Context: an optimization exercise on an open-source flow, tuned for small area and a short achievable clock period. The choices shown serve that exercise and are no tape-out recipe.
In this exercise RTL edits were held to simulation tests only and were not proved equivalent to the original.
No activity file was given, so power comes from the tool's default toggle rates.

==> module plain_stage, before the edit <==
module plain_stage (
   iClk,
   iRst_n,
   iData_valid,
   iData_Re,
   iData_Im,
   oData_valid,
   oData_Re,
   oData_Im);
parameter N = 37;
parameter B = 1;
localparam L = 1 << B;
input          iClk;
input          iRst_n;
input          iData_valid;
input  [N-2:0] iData_Re;
input  [N-2:0] iData_Im;
output         oData_valid;
output [N-1:0] oData_Re;
output [N-1:0] oData_Im;
reg            oData_valid;
reg    [N-1:0] oData_Re;
reg    [N-1:0] oData_Im;
reg  [7:0] Counter;
wire [7:0] Counter_next = Counter + 8'd1;
wire       Wrap = Counter_next[7] & Counter_next[B];
wire       En = Counter[7] | iData_valid;
wire       Data_valid = Counter[7] | iData_valid & (|Counter[6:B]);
always @(posedge iClk or negedge iRst_n)
   if (!iRst_n) Counter <= 8'd0;
   else if (En) Counter <= Wrap ? 8'd0 : Counter_next;
reg  [2*N-1:0] mem [0:L-1];
wire [N-1:0] bRe = mem[L-1][2*N-1:N];
wire [N-1:0] bIm = mem[L-1][N-1:0];
wire [N-1:0] inRe = {iData_Re[N-2], iData_Re};
wire [N-1:0] inIm = {iData_Im[N-2], iData_Im};
wire [N-1:0] PosRe = bRe + inRe;
wire [N-1:0] PosIm = bIm + inIm;
wire [N-1:0] NegRe = bRe - inRe;
wire [N-1:0] NegIm = bIm - inIm;
wire [N-1:0] lRe = Counter[B] ? NegRe : inRe;
wire [N-1:0] lIm = Counter[B] ? NegIm : inIm;
integer k;
always @(posedge iClk)
   if (En) begin
      mem[0] <= {lRe, lIm};
      for (k = 1; k < L; k = k + 1) mem[k] <= mem[k-1];
   end
wire [N-1:0] ProdRe, ProdIm;
generate if (B == 1) begin : mj
   assign ProdRe = Counter[0] ? bIm : bRe;
   assign ProdIm = Counter[0] ? -bRe : bIm;
end else begin : nt
   assign ProdRe = bRe;
   assign ProdIm = bIm;
end endgenerate
always @(posedge iClk or negedge iRst_n)
   if (!iRst_n) oData_valid <= 1'b0;
   else oData_valid <= Data_valid;
always @(posedge iClk) begin
   oData_Re <= Counter[B] ? PosRe : ProdRe;
   oData_Im <= Counter[B] ? PosIm : ProdIm;
end
endmodule
==> module FFT_R2SDF, before the edit <==
module FFT_R2SDF (
   iClk,
   iRst_n,
   iData_valid,
   iData,
   oData_valid,
   oData_Re,
   oData_Im);
input         iClk;
input         iRst_n;
input         iData_valid;
input  [20:0] iData;
output        oData_valid;
output [37:0] oData_Re;
output [37:0] oData_Im;
reg        rValid;
reg [20:0] rData;
always @(posedge iClk or negedge iRst_n)
   if (!iRst_n) rValid <= 1'b0;
   else rValid <= iData_valid;
always @(posedge iClk)
   rData <= iData;
wire        v1, v2, v3, v4, v5, v6;
wire [31:0] d1r, d1i;
wire [32:0] d2r, d2i;
wire [33:0] d3r, d3i;
wire [34:0] d4r, d4i;
wire [35:0] d5r, d5i;
wire [36:0] d6r, d6i;
first_stage stage_1 (.iClk(iClk), .iRst_n(iRst_n), .iData_valid(rValid), .iData(rData),
   .oData_valid(v1), .oData_Re(d1r), .oData_Im(d1i));
cordic_stage #(.N(33), .B(5)) stage_2 (.iClk(iClk), .iRst_n(iRst_n), .iData_valid(v1),
   .iData_Re(d1r), .iData_Im(d1i), .oData_valid(v2), .oData_Re(d2r), .oData_Im(d2i));
cordic_stage #(.N(34), .B(4)) stage_3 (.iClk(iClk), .iRst_n(iRst_n), .iData_valid(v2),
   .iData_Re(d2r), .iData_Im(d2i), .oData_valid(v3), .oData_Re(d3r), .oData_Im(d3i));
cordic_stage #(.N(35), .B(3)) stage_4 (.iClk(iClk), .iRst_n(iRst_n), .iData_valid(v3),
   .iData_Re(d3r), .iData_Im(d3i), .oData_valid(v4), .oData_Re(d4r), .oData_Im(d4i));
cordic_stage #(.N(36), .B(2)) stage_5 (.iClk(iClk), .iRst_n(iRst_n), .iData_valid(v4),
   .iData_Re(d4r), .iData_Im(d4i), .oData_valid(v5), .oData_Re(d5r), .oData_Im(d5i));
plain_stage #(.N(37), .B(1)) stage_6 (.iClk(iClk), .iRst_n(iRst_n), .iData_valid(v5),
   .iData_Re(d5r), .iData_Im(d5i), .oData_valid(v6), .oData_Re(d6r), .oData_Im(d6i));
plain_stage #(.N(38), .B(0)) stage_7 (.iClk(iClk), .iRst_n(iRst_n), .iData_valid(v6),
   .iData_Re(d6r), .iData_Im(d6i), .oData_valid(oData_valid), .oData_Re(oData_Re), .oData_Im(oData_Im));
endmodule
Settings: LEC_CHECK=0, CAP_MARGIN=20, CORE_MARGIN=2, CORE_UTILIZATION=40, SETUP_SLACK_MARGIN=3, SLEW_MARGIN=20; clock period 30.0 ns.
standard.sh (not shown) runs the stock make flow with config.mk's settings and CLKGATE_MAP_FILE= SYNTH_SCRIPT=/design/flow/synth_recipe.tcl, a recipe that flattens the netlist after the stock synthesis.
==> flow/flow/run.sh <==
#!/bin/bash
# The standard layout with three changes to how it is made (the clock, constraints and
# the design are unchanged): faster port buffers (buf_2), timing repair aimed at an 8 ns
# period, and a clock tree with larger sink clusters and no dummy loads. The make output
# goes to standard.log; ORFS keeps each tool's own log under orfs/logs.
set -euo pipefail
cd "$(dirname "$0")/.."
bash standard.sh finish \
  "BUFFER_PORTS_ARGS=-buffer_cell sky130_fd_sc_hd__buf_2" \
  SETUP_SLACK_MARGIN=22 \
  "CTS_ARGS=-sink_clustering_enable -repair_clock_nets -sink_clustering_size 20 -sink_clustering_max_diameter 100 -dont_use_dummy_load" \
  > standard.log 2>&1
==> next run, changes <==
--- a/flow/design.v
+++ b/flow/design.v
@@ -122,4 +122,5 @@
 parameter N = 37;
 parameter B = 1;
+parameter SYNCV = 0;     
 localparam L = 1 << B;
 input          iClk;
@@ -167,7 +168,11 @@
    assign ProdIm = bIm;
 end endgenerate
-always @(posedge iClk or negedge iRst_n)
-   if (!iRst_n) oData_valid <= 1'b0;
-   else oData_valid <= Data_valid;
+generate if (SYNCV) begin : sv
+   always @(posedge iClk) oData_valid <= Data_valid & iRst_n;
+end else begin : av
+   always @(posedge iClk or negedge iRst_n)
+      if (!iRst_n) oData_valid <= 1'b0;
+      else oData_valid <= Data_valid;
+end endgenerate
 always @(posedge iClk) begin
    oData_Re <= Counter[B] ? PosRe : ProdRe;
@@ -523,5 +528,5 @@
 plain_stage #(.N(37), .B(1)) stage_6 (.iClk(iClk), .iRst_n(iRst_n), .iData_valid(v5),
    .iData_Re(d5r), .iData_Im(d5i), .oData_valid(v6), .oData_Re(d6r), .oData_Im(d6i));
-plain_stage #(.N(38), .B(0)) stage_7 (.iClk(iClk), .iRst_n(iRst_n), .iData_valid(v6),
+plain_stage #(.N(38), .B(0), .SYNCV(1)) stage_7 (.iClk(iClk), .iRst_n(iRst_n), .iData_valid(v6),
    .iData_Re(d6r), .iData_Im(d6i), .oData_valid(oData_valid), .oData_Re(oData_Re), .oData_Im(oData_Im));
 endmodule
Outcome:
- cell area is about the same
- die area hardly moves
- power fell by 30%
- via count barely changes
- routed wire length drops by about 1.5%
- utilization stays flat
- sequential cell count is unchanged
- combinational power shrinks by 42%
- fmax goes down by about 1%
- clock power hardly moves
- final cell count went up by 0.46%
- hold slack hardly moves

==> port drivers added, routing unchanged <==
The flow's constraints put no driver on any port. The routed layouts listed below were extracted and timed again, unchanged, in two steps.
Step 1 sets driving cells, clkbuf_16 on the clock port and buf_2 on the other inputs (assumed; they add their load-dependent delay and slew).
Step 2 also shifts input and output timing later by t, the mid clock arrival at the registers, as if the neighbouring blocks saw the same clock.
Slacks: ideal / step 1 / step 2; pairs: ideal / step 1.
run	t, ns	slack for setup (ns)	slew at the worst register clock pin (ns)	worst data-port slew with drivers (ns)
the first run	1.245	22.350 / 22.199 / 21.893	0.09 / 0.09	0.04
the second run	1.255	22.275 / 22.118 / 22.100	0.09 / 0.09	0.07
After both steps every run listed still meets setup and hold. For the first run, which loses most, drivers alone change the setup slack by -0.151 ns; drivers and shift together by -0.457 ns. The worst setup slack also covers recovery checks on asynchronous resets.
